From an optimization exercise on the open Yosys and OpenROAD flow, aimed at small area and a short achievable clock period; shortcuts taken in it are not production practice.
Power is estimated from default activity; no workload was simulated.

==> flow/design.v (excerpt) <==
module paintr_core (
	input  logic         clk,
	input  logic         rst,
	input  logic         step,
	input  logic [7:0]   pos_x,
	input  logic [7:0]   pos_y,
	input  logic         sw_save,
	input  logic         sw_load,
	input  logic [639:0] ram_q,
	input  logic         fb_rdata,
	output logic [8:0]   ram_addr,
	output logic [639:0] ram_data,
	output logic         ram_wren,
	output logic [18:0]  fb_waddr,
	output logic         fb_wdata,
	output logic [18:0]  fb_raddr,
	output logic [7:0]   VGA_R,
	output logic [7:0]   VGA_G,
	output logic [7:0]   VGA_B,
	output logic         VGA_BLANK_N,
	output logic         VGA_CLK,
	output logic         VGA_HS,
	output logic         VGA_SYNC_N,
	output logic         VGA_VS
);
For scale: ~3,300 cells after synthesis, roughly 760 flip-flops, about 32,000 µm² of cells after synthesis.
==> flow/config.mk <==
export PLATFORM = sky130hd
export DESIGN_NAME = paintr_core
export DESIGN_NICKNAME = paintr_core
export VERILOG_FILES = /design/flow/design.v
export SDC_FILE = /design/flow/constraint.sdc
export NUM_CORES = 4
export LEC_CHECK = 0
export CAP_MARGIN = 20
export CORE_AREA = 5 5 355 355
export CTS_BUF_LIST = sky130_fd_sc_hd__clkbuf_8 sky130_fd_sc_hd__clkbuf_16
export CTS_CLUSTER_DIAMETER = 60
export CTS_CLUSTER_SIZE = 20
export DIE_AREA = 0 0 360 360
export SETUP_SLACK_MARGIN = 3.3
export SLEW_MARGIN = 20
export BUFFER_PORTS_ARGS = -buffer_cell sky130_fd_sc_hd__buf_1
export PLACE_PINS_ARGS = -min_distance 1 -min_distance_in_tracks
==> flow/constraint.sdc <==
create_clock -name core_clock -period 6.5 [get_ports {clk}]
set_input_delay 1.3000 -clock core_clock [delete_from_list [all_inputs] [get_ports {clk}]]
set_output_delay 1.3000 -clock core_clock [all_outputs]
set_load 0.01 [all_outputs]
standard.sh (not shown) runs the stock make flow with config.mk's settings and CLKGATE_MAP_FILE= SYNTH_SCRIPT=/design/flow/synth_recipe.tcl, a recipe that flattens the netlist after the stock synthesis.
==> flow/flow/run.sh <==
#!/bin/bash
# Standard ORFS layout (the standard.sh), with two layout choices added to
# config.mk: port buffers use the smallest buffer cell, and pins may sit on
# adjacent routing tracks so that a smaller die still holds all 1370 ports.
set -euo pipefail
cat flow/extra.mk >> config.mk
bash standard.sh > standard.log 2>&1
==> flow/flow/extra.mk <==
export BUFFER_PORTS_ARGS = -buffer_cell sky130_fd_sc_hd__buf_1
export PLACE_PINS_ARGS = -min_distance 1 -min_distance_in_tracks
The first run ran to the end with no violations.
Rerun with:
--- a/flow/design.v
+++ b/flow/design.v
@@ -30,34 +30,12 @@
 			cy <= 11'd0;
 		end else if (step) begin
 			if (pos_x > 8'h30) cx <= pos_x[7] ? cx - 11'd1 : cx + 11'd1;
 			if (pos_y > 8'h30) cy <= pos_y[7] ? cy + 11'd1 : cy - 11'd1;
 		end
 	end
-	logic f_l1, f_l0, f_h1, f_h0;
-	logic cx_inc, cx_dec;
-	assign cx_inc = step & (pos_x > 8'h30) & ~pos_x[7];
-	assign cx_dec = step & (pos_x > 8'h30) & pos_x[7];
-	always_ff @(posedge clk) begin
-		if (rst) begin
-			f_l1 <= 1'b0;
-			f_l0 <= 1'b1;
-			f_h1 <= 1'b0;
-			f_h0 <= 1'b1;
-		end else if (cx_inc) begin
-			f_l1 <= (cx[6:0] == 7'h7e);
-			f_l0 <= f_l1;
-			f_h1 <= f_l1 ? (cx[10:7] == 4'd14) : f_h1;
-			f_h0 <= f_l1 ? (cx[10:7] == 4'd15) : f_h0;
-		end else if (cx_dec) begin
-			f_l1 <= f_l0;
-			f_l0 <= (cx[6:0] == 7'd1);
-			f_h1 <= f_l0 ? (cx[10:7] == 4'd0) : f_h1;
-			f_h0 <= f_l0 ? (cx[10:7] == 4'd1) : f_h0;
-		end
-	end
 	logic [9:0] load_x;
 	logic [8:0] load_y;
 	logic       color, act, wrap;
 	logic [639:0] q_sh;    
 	assign q_sh = {1'b0, ram_q[639:1]};
 	logic [7:0]  s0, s1;
@@ -125,26 +103,25 @@
 	assign ram_wren = sw_save;
 	assign ram_addr = sw_load ? (act ? load_y : 9'd0) : (sw_save ? write_addr : 9'd500);
 	logic [11:0] ac, al;
 	logic        mx, my, cx_c;
 	assign mx   = step & (pos_x > 8'h30);
 	assign my   = step & (pos_y > 8'h30);
-	assign cx_c = (cx_dec & f_l0) | (cx_inc & f_l1);
+	assign cx_c = mx & (pos_x[7] ? (cx[6:0] == 7'd0) : (cx[6:0] == 7'h7f));
 	logic [5:0]  dxr;      
 	logic        cy_w;
-	assign dxr  = f_l1 ? (f_h1 ? 6'h31 : 6'd1) : f_l0 ? (f_h0 ? 6'd15 : 6'h3f) : 6'd0;
+	assign dxr  = (cx[6:0] == 7'h7f) ? ((cx[10:7] == 4'd15) ? 6'h31 : 6'd1) :
+	              (cx[6:0] == 7'd0)  ? ((cx[10:7] == 4'd0)  ? 6'd15 : 6'h3f) : 6'd0;
 	assign cy_w = my & (pos_y[7] ? (cy == 11'h7ff) : (cy == 11'd0));
 	logic [5:0]  kd [6];   
 	logic [6:0]  ks [6];
 	logic [5:0]  klo [6];
 	logic [5:0]  kup, kdn;
 	always_comb begin
 		kd[0] = 6'd0;        kd[1] = 6'd5;         kd[2] = 6'h3b;
-		kd[3] = dxr;
-		kd[4] = f_l1 ? (f_h1 ? 6'h36 : 6'd6)  : f_l0 ? (f_h0 ? 6'd20 : 6'd4)  : 6'd5;
-		kd[5] = f_l1 ? (f_h1 ? 6'h2c : 6'h3c) : f_l0 ? (f_h0 ? 6'd10 : 6'h3a) : 6'h3b;
+		kd[3] = dxr;         kd[4] = dxr + 6'd5;   kd[5] = dxr + 6'h3b;
 		for (int k = 0; k < 6; k++) begin
 			ks[k]  = {1'b0, ac[5:0]} + {1'b0, kd[k]};
 			klo[k] = ks[k][5:0];
 			kup[k] = ks[k][6] & ~kd[k][5];
 			kdn[k] = ~ks[k][6] & kd[k][5];
 		end
=> Routed wire length shrinks by 8.8%; final area shrinks by about 1.3%; global-route usage shrinks by 3.0 points; critical path depth grows by 7; synthesized area shrinks by about 2.3%; maximum frequency shrinks by 3.0%; total power grows by about 2%; combinational power grows by about 7%; worst setup slack is worse by 0.11 ns; clock power grows by about 3%; core utilization shrinks by 0.47 points; clock-buffer cell count grows by 2; final cell count shrinks by 2.1%.
Function was not checked in any run of this note: the RTL went through the layout flow alone.

[port drivers added, routing unchanged]
The results above use ideal ports. As a check the final layouts listed here were re-extracted and re-timed, cells and wires unchanged.
Step 1: set_driving_cell puts a clkbuf_16 on clk and a buf_2 on each other input, an assumption about the parent block.
Step 2 also shifts input and output timing later by t, the mid clock arrival at the registers, as if the neighbouring blocks saw the same clock.
Slacks: no drivers / after step 1 / after step 2; pairs: no drivers / after step 1.
run	t, ns	setup slack, ns	worst register clock-pin slew, ns	cell pins on the clock port's net
the first run	0.694	2.961 / 2.644 / 2.444	0.09 / 0.09	1
the second run	0.750	2.850 / 2.709 / 2.004	0.09 / 0.09	1
After both steps setup and hold are still met in every run listed. The setup slack of the second run, which loses most, moves by -0.141 ns with the drivers and by -0.846 ns with both steps.
